This design comes from an exercise in tuning for small area, a short achievable clock period and few clock cycles on the open sky130 flow, not from production work. Where RTL was checked, it was by simulation tests only, not by an equivalence proof against the original. No activity file was given, so power comes from the tool's default toggle rates.

## v27
Design alu, start of the top module:
module alu(
    input logic clk,
    input logic rst,
    input logic in_alu,
    input logic[31:0] operand1,
    input logic[31:0] operand2,
    input logic [5:0]operation,
    input logic[5:0]op,
    input logic [4:0]shamt,
    output logic[31:0] result,
    output logic out_alu
);
Size: ~2600 cells after synthesis, about 120 I/O pins, about 0.015 mm2 of cells after synthesis.
Settings: LEC_CHECK=0, ABC_AREA=1, CAP_MARGIN=20, CORE_MARGIN=2, CORE_UTILIZATION=40, PLACE_DENSITY=0.6, SLEW_MARGIN=20; clock period 11.0 ns.
standard.sh (not shown) runs the stock make flow with config.mk's settings and CLKGATE_MAP_FILE= SYNTH_SCRIPT=/design/flow/synth_recipe.tcl, a recipe that flattens the netlist after the stock synthesis.
==> flow/flow/run.sh <==
#!/bin/bash
export BUFFER_PORTS_ARGS="-buffer_cell sky130_fd_sc_hd__buf_1"
export SETUP_SLACK_MARGIN=5.5
bash standard.sh > standard.log 2>&1
Here is what was changed in the inputs of v11 compared with v27.
--- a/flow/design.v
+++ b/flow/design.v
@@ -30,23 +30,29 @@
 wire op_rol = (oc == 4'd8) | (oc == 4'd10);
 wire op_ror = (oc == 4'd9);
 wire op_mul = (oc == 4'd11);
 wire op_div = (oc == 4'd12);
 wire op_cmp = op_lt | op_gt | op_eq;
 wire idle    = (st == ST_IDLE);
 wire s_mul   = (st == ST_MUL);
 wire s_dinit = (st == ST_DINIT);
 wire s_div   = (st == ST_DIV);
 function automatic [7:0] sign_groups(input [31:0] x);
-    for (int g = 0; g < 7; g++)
-        sign_groups[g] = ((x >> (4*g+3)) == 32'd0) | ((~x >> (4*g+3)) == 32'd0);
+    logic z, o;
+    z = ~x[31];
+    o = x[31];
     sign_groups[7] = 1'b1;
+    for (int g = 6; g >= 0; g--) begin
+        z = z & ~(|x[4*g+3 +: 4]);
+        o = o & (&x[4*g+3 +: 4]);
+        sign_groups[g] = z | o;
+    end
 endfunction
 function automatic [4:0] group_bits(input [31:0] x, input [2:0] g);
     logic [32:0] xe;
     xe = {x, 1'b0};
     group_bits = xe[{g, 2'b00} +: 5];
 endfunction
 function automatic [7:0] top_group(input [31:0] x, input [7:0] sgn);
     logic [32:0] xe;
     logic [4:0] b;
     logic [2:0] t;
==> results.txt <==
Comparing final setup slack of the worst path for v27 and v11, the smaller number came from v11.
v27 → v11: detailed placer's ending HPWL grew by about 1.8%; first-pass iteration count of the detailed router went down by 1; non-clock buffer count shrank by 1; post-synthesis instance area decreased 370 um2; highest achievable clock rate moved down.
Relative slew slack: v11 vs v27 up 5.7 points
Per the comparison of v11 with v27, total power saw a decrease; number of nets produced by synthesis has decreased; critical path depth down 2; sequential power now smaller; clock period minus worst slack went up by 0.099 ns.
Testbench counts of v11, summed over its fixed seeds: cycles 4,436.
Function not checked in v27: the RTL went through the layout flow alone.

---

Another version of the RTL of alu (not shown whole).
Size in the first run: roughly 2500 cells after synthesis, roughly 78 flip-flops, ~120 I/O pins, about 18000 sq um of cells after synthesis.
==> module alu, before the edit <==
module alu(
    input logic clk,
    input logic rst,
    input logic in_alu,
    input logic[31:0] operand1,
    input logic[31:0] operand2,
    input logic [5:0]operation,
    input logic[5:0]op,
    input logic [4:0]shamt,
    output logic[31:0] result,
    output logic out_alu
);
localparam logic [1:0] ST_IDLE = 2'd0, ST_MUL = 2'd1, ST_DINIT = 2'd2, ST_DIV = 2'd3;
logic [1:0]  st;
logic [4:0]  cnt;
logic [31:0] rem;      
logic [4:0]  bdr;      
logic        swp;      
wire [31:0] A = operand1;
wire [31:0] B = operand2;
wire [3:0]  oc = operation[3:0];
wire op_add = (oc == 4'd13);
wire op_sub = (oc == 4'd1);
wire op_lt  = (oc == 4'd4);
wire op_gt  = (oc == 4'd5);
wire op_eq  = (oc == 4'd6);
wire op_sll = (oc == 4'd2);
wire op_srl = (oc == 4'd3);
wire op_sra = (oc == 4'd7);
wire op_rol = (oc == 4'd8) | (oc == 4'd10);
wire op_ror = (oc == 4'd9);
wire op_mul = (oc == 4'd11);
wire op_div = (oc == 4'd12);
wire op_cmp = op_lt | op_gt | op_eq;
wire idle    = (st == ST_IDLE);
wire s_mul   = (st == ST_MUL);
wire s_dinit = (st == ST_DINIT);
wire s_div   = (st == ST_DIV);
function automatic [2:0] tstar(input [31:0] x);
    logic [2:0] t;
    logic [31:0] d;
    d = x ^ {32{x[31]}};
    t = 3'd7;
    for (int g = 6; g >= 0; g--)
        if ((d >> (4*g+3)) == 32'd0) t = g[2:0];
    tstar = t;
endfunction
function automatic [4:0] group_bits(input [31:0] x, input [2:0] g);
    logic [32:0] xe;
    xe = {x, 1'b0};
    group_bits = xe[{g, 2'b00} +: 5];
endfunction
wire [2:0] ta = tstar(A);
wire [2:0] tb = tstar(B);
wire       swp_n = (ta < tb);
wire [2:0] t0 = swp_n ? ta : tb;
wire [31:0] dsrc0 = swp_n ? A : B;
wire [31:0] dsrc  = swp ? A : B;
wire [31:0] mcand = rem;
function automatic [32:0] booth_pp(input [2:0] d, input [31:0] a);
    logic one, two, neg;
    logic [31:0] m;
    one = d[1] ^ d[0];
    two = (d[2] & ~d[1] & ~d[0]) | (~d[2] & d[1] & d[0]);
    neg = d[2];
    m = one ? a : (two ? {a[30:0], 1'b0} : 32'd0);
    booth_pp = {neg, m ^ {32{neg}}};
endfunction
wire [32:0] pplo = booth_pp(bdr[2:0], mcand);
wire [32:0] pphi = booth_pp(bdr[4:2], mcand);
wire [31:0] mx = {result[27:0], 1'b0, pphi[32], 1'b0, pplo[32]};
wire [31:0] my = pplo[31:0];
wire [31:0] mz = {pphi[29:0], 2'b00};
wire [31:0] csa_s = mx ^ my ^ mz;
wire [31:0] csa_c = {(mx[30:0] & my[30:0]) | (mx[30:0] & mz[30:0]) | (my[30:0] & mz[30:0]), 1'b0};
wire do_sub = s_div ? ~rem[31] : (~s_mul & ~op_add);
wire [31:0] ax = s_mul ? csa_s : (s_div ? {rem[30:0], result[31]} : A);
wire [31:0] ay = s_mul ? csa_c : (B ^ {32{do_sub}});
wire [32:0] asum = {1'b0, ax} + {1'b0, ay} + {32'd0, do_sub};
wire borrow = ~asum[32];             
wire eq = (A == B);
wire lt = borrow;
wire gt = ~borrow & ~eq;
wire cmp_bit = (op_lt & lt) | (op_gt & gt) | (op_eq & eq);
wire left = s_dinit | op_sll | op_rol;
wire [4:0] samt = s_dinit ? ~cnt : shamt;
wire [4:0] n = left ? (~samt + 5'd1) : samt;
wire [63:0] rr = {A, A} >> n;
wire [31:0] rot = rr[31:0];
logic [31:0] m;
genvar gj;
generate for (gj = 0; gj < 32; gj++) begin : g_mask
    assign m[gj] = left ? (5'(gj) >= samt) : ((6'(gj) + {1'b0, samt}) <= 6'd31);
end endgenerate
wire is_rot = op_rol | op_ror;
wire [31:0] shv = is_rot ? rot : ((rot & m) | (~m & {32{op_sra & A[31]}}));
function automatic [5:0] bitlen(input [31:0] x);
    bitlen = 6'd0;
    for (int j = 0; j < 32; j++) if (x[j]) bitlen = j[5:0] + 6'd1;
endfunction
wire [5:0] sdiff = bitlen(A) - bitlen(B);
logic [31:0] res_n;
logic        out_n;
logic [1:0]  st_n;
logic [4:0]  cnt_n;
always_comb begin
    res_n = asum[31:0];
    out_n = 1'b0;
    st_n  = st;
    cnt_n = cnt - 5'd1;
    case (st)
    ST_IDLE: begin
        out_n = 1'b1;
        if (op_cmp) res_n = {31'd0, cmp_bit};
        else if (op_mul) begin
            res_n = 32'd0;
            out_n = 1'b0;
            st_n = ST_MUL;
            cnt_n = {2'b00, t0};
        end else if (op_div) begin
            res_n = 32'd0;
            out_n = lt;
            st_n = lt ? ST_IDLE : ST_DINIT;
            cnt_n = sdiff[4:0];
        end else if (!(op_add | op_sub)) res_n = shv;
    end
    ST_MUL: begin
        if (cnt[2:0] == 3'd0) begin
            out_n = 1'b1;
            st_n = ST_IDLE;
        end
    end
    ST_DINIT: begin
        res_n = rot & m;
        cnt_n = cnt;
        st_n = ST_DIV;
    end
    default: begin
        res_n = {result[30:0], ~asum[31]};
        if (cnt == 5'd0) begin
            out_n = 1'b1;
            st_n = ST_IDLE;
        end
    end
    endcase
end
always_ff @(posedge clk) begin
    result <= res_n;
    cnt <= cnt_n;
    if (idle)         rem <= swp_n ? B : A;
    else if (s_dinit) rem <= rot & ~m;
    else if (s_div)   rem <= asum[31:0];
    bdr <= idle ? group_bits(dsrc0, t0) : group_bits(dsrc, cnt[2:0] - 3'd1);
    swp <= idle ? swp_n : swp;
    if (rst | ~in_alu) begin
        st <= ST_IDLE;
        out_alu <= 1'b0;
    end else begin
        st <= st_n;
        out_alu <= out_n;
    end
end
endmodule
==> flow/config.mk <==
export PLATFORM = sky130hd
export DESIGN_NAME = alu
export DESIGN_NICKNAME = alu
export VERILOG_FILES = /design/flow/design.v
export SDC_FILE = /design/flow/constraint.sdc
export NUM_CORES = 4
export LEC_CHECK = 0
export ABC_CLOCK_PERIOD_IN_PS = 4000
export CAP_MARGIN = 20
export CORE_MARGIN = 2
export CORE_UTILIZATION = 40
export PLACE_DENSITY = 0.6
export SETUP_SLACK_MARGIN = 5
export SLEW_MARGIN = 20
==> flow/constraint.sdc <==
create_clock -name core_clock -period 11.0 [get_ports {clk}]
set_input_delay 2.2000 -clock core_clock [delete_from_list [all_inputs] [get_ports {clk}]]
set_output_delay 2.2000 -clock core_clock [all_outputs]
set_load 0.01 [all_outputs]
run.sh (not shown) runs the stock make flow with config.mk's settings and CLKGATE_MAP_FILE= SYNTH_SCRIPT=/design/flow/synth_recipe.tcl, a recipe that flattens the netlist after the stock synthesis.
Stock flow here: none of the scripts above is used.
Testbench counts at the start, summed over its fixed seeds: cycles 4,604.
Then changed:
--- a/flow/design.v
+++ b/flow/design.v
@@ -12,9 +12,9 @@
 );
 localparam logic [1:0] ST_IDLE = 2'd0, ST_MUL = 2'd1, ST_DINIT = 2'd2, ST_DIV = 2'd3;
 logic [1:0]  st;
 logic [4:0]  cnt;
-logic [31:0] rem;      
+logic [30:0] rem;
 logic [4:0]  bdr;      
 logic        swp;      
 wire [31:0] A = operand1;
 wire [31:0] B = operand2;
@@ -55,9 +55,9 @@
 wire       swp_n = (ta < tb);
 wire [2:0] t0 = swp_n ? ta : tb;
 wire [31:0] dsrc0 = swp_n ? A : B;
 wire [31:0] dsrc  = swp ? A : B;
-wire [31:0] mcand = rem;
+wire [31:0] mcand = swp ? B : A;
 function automatic [32:0] booth_pp(input [2:0] d, input [31:0] a);
     logic one, two, neg;
     logic [31:0] m;
     one = d[1] ^ d[0];
@@ -72,10 +72,10 @@
 wire [31:0] my = pplo[31:0];
 wire [31:0] mz = {pphi[29:0], 2'b00};
 wire [31:0] csa_s = mx ^ my ^ mz;
 wire [31:0] csa_c = {(mx[30:0] & my[30:0]) | (mx[30:0] & mz[30:0]) | (my[30:0] & mz[30:0]), 1'b0};
-wire do_sub = s_div ? ~rem[31] : (~s_mul & ~op_add);
-wire [31:0] ax = s_mul ? csa_s : (s_div ? {rem[30:0], result[31]} : A);
+wire do_sub = ~s_mul & (s_div | ~op_add);
+wire [31:0] ax = s_mul ? csa_s : (s_div ? {rem, result[31]} : A);
 wire [31:0] ay = s_mul ? csa_c : (B ^ {32{do_sub}});
 wire [32:0] asum = {1'b0, ax} + {1'b0, ay} + {32'd0, do_sub};
 wire borrow = ~asum[32];             
 wire eq = (A == B);
@@ -135,9 +135,9 @@
         cnt_n = cnt;
         st_n = ST_DIV;
     end
     default: begin
-        res_n = {result[30:0], ~asum[31]};
+        res_n = {result[30:0], ~borrow};
         if (cnt == 5'd0) begin
             out_n = 1'b1;
             st_n = ST_IDLE;
         end
@@ -146,11 +146,9 @@
 end
 always_ff @(posedge clk) begin
     result <= res_n;
     cnt <= cnt_n;
-    if (idle)         rem <= swp_n ? B : A;
-    else if (s_dinit) rem <= rot & ~m;
-    else if (s_div)   rem <= asum[31:0];
+    rem <= s_dinit ? (rot[30:0] & ~m[30:0]) : (borrow ? {rem[29:0], result[31]} : asum[30:0]);
     bdr <= idle ? group_bits(dsrc0, t0) : group_bits(dsrc, cnt[2:0] - 3'd1);
     swp <= idle ? swp_n : swp;
     if (rst | ~in_alu) begin
         st <= ST_IDLE;
What happened:
- The new run completed with no timing, DRC or antenna violations
- die area came out lower by 2.7%
- flip-flop and latch count came out lower by 1
- worst setup slack is worse by 500 ps
- synthesized area came out lower by 2.8%
- hold slack is better by 18 ps
- clock power came out higher by about 2%
- clock-buffer cell count came out higher by 2
- total power came out lower by 3.2%
Testbench counts after the change, summed over its fixed seeds: cycles 4,604.

[afterwards: timing with drivers on the ports]
The results above use ideal ports. As a check the final layouts listed here were re-extracted and re-timed, cells and wires unchanged.
Step 1: set_driving_cell puts a clkbuf_16 on clk and a buf_2 on each other input, an assumption about the parent block.
Step 2 adds t to the input delays and takes it off the output delays; t is the mean of the earliest and latest rising clock arrival at the registers after step 1. Input paths then give back, and output paths get back, about the clock's delay inside the block.
Three values: ideal ports, drivers, drivers and shift; two values: the first two.
run | t, ns | setup WS [ns] | worst setup path after step 2
v27 | 0.417 | 5.629 / 5.644 / 5.227 | input to register
v11 | 0.410 | 5.531 / 5.560 / 5.150 | input to register
the first run of note 2 | 0.418 | 5.063 / 5.092 / 4.673 | input to register
the second run of note 2 | 0.410 | 4.564 / 4.589 / 4.178 | input to register
After both steps setup and hold are still met in every run listed. The setup slack of v27, which loses most, moves by +0.015 ns with the drivers and by -0.402 ns with both steps.
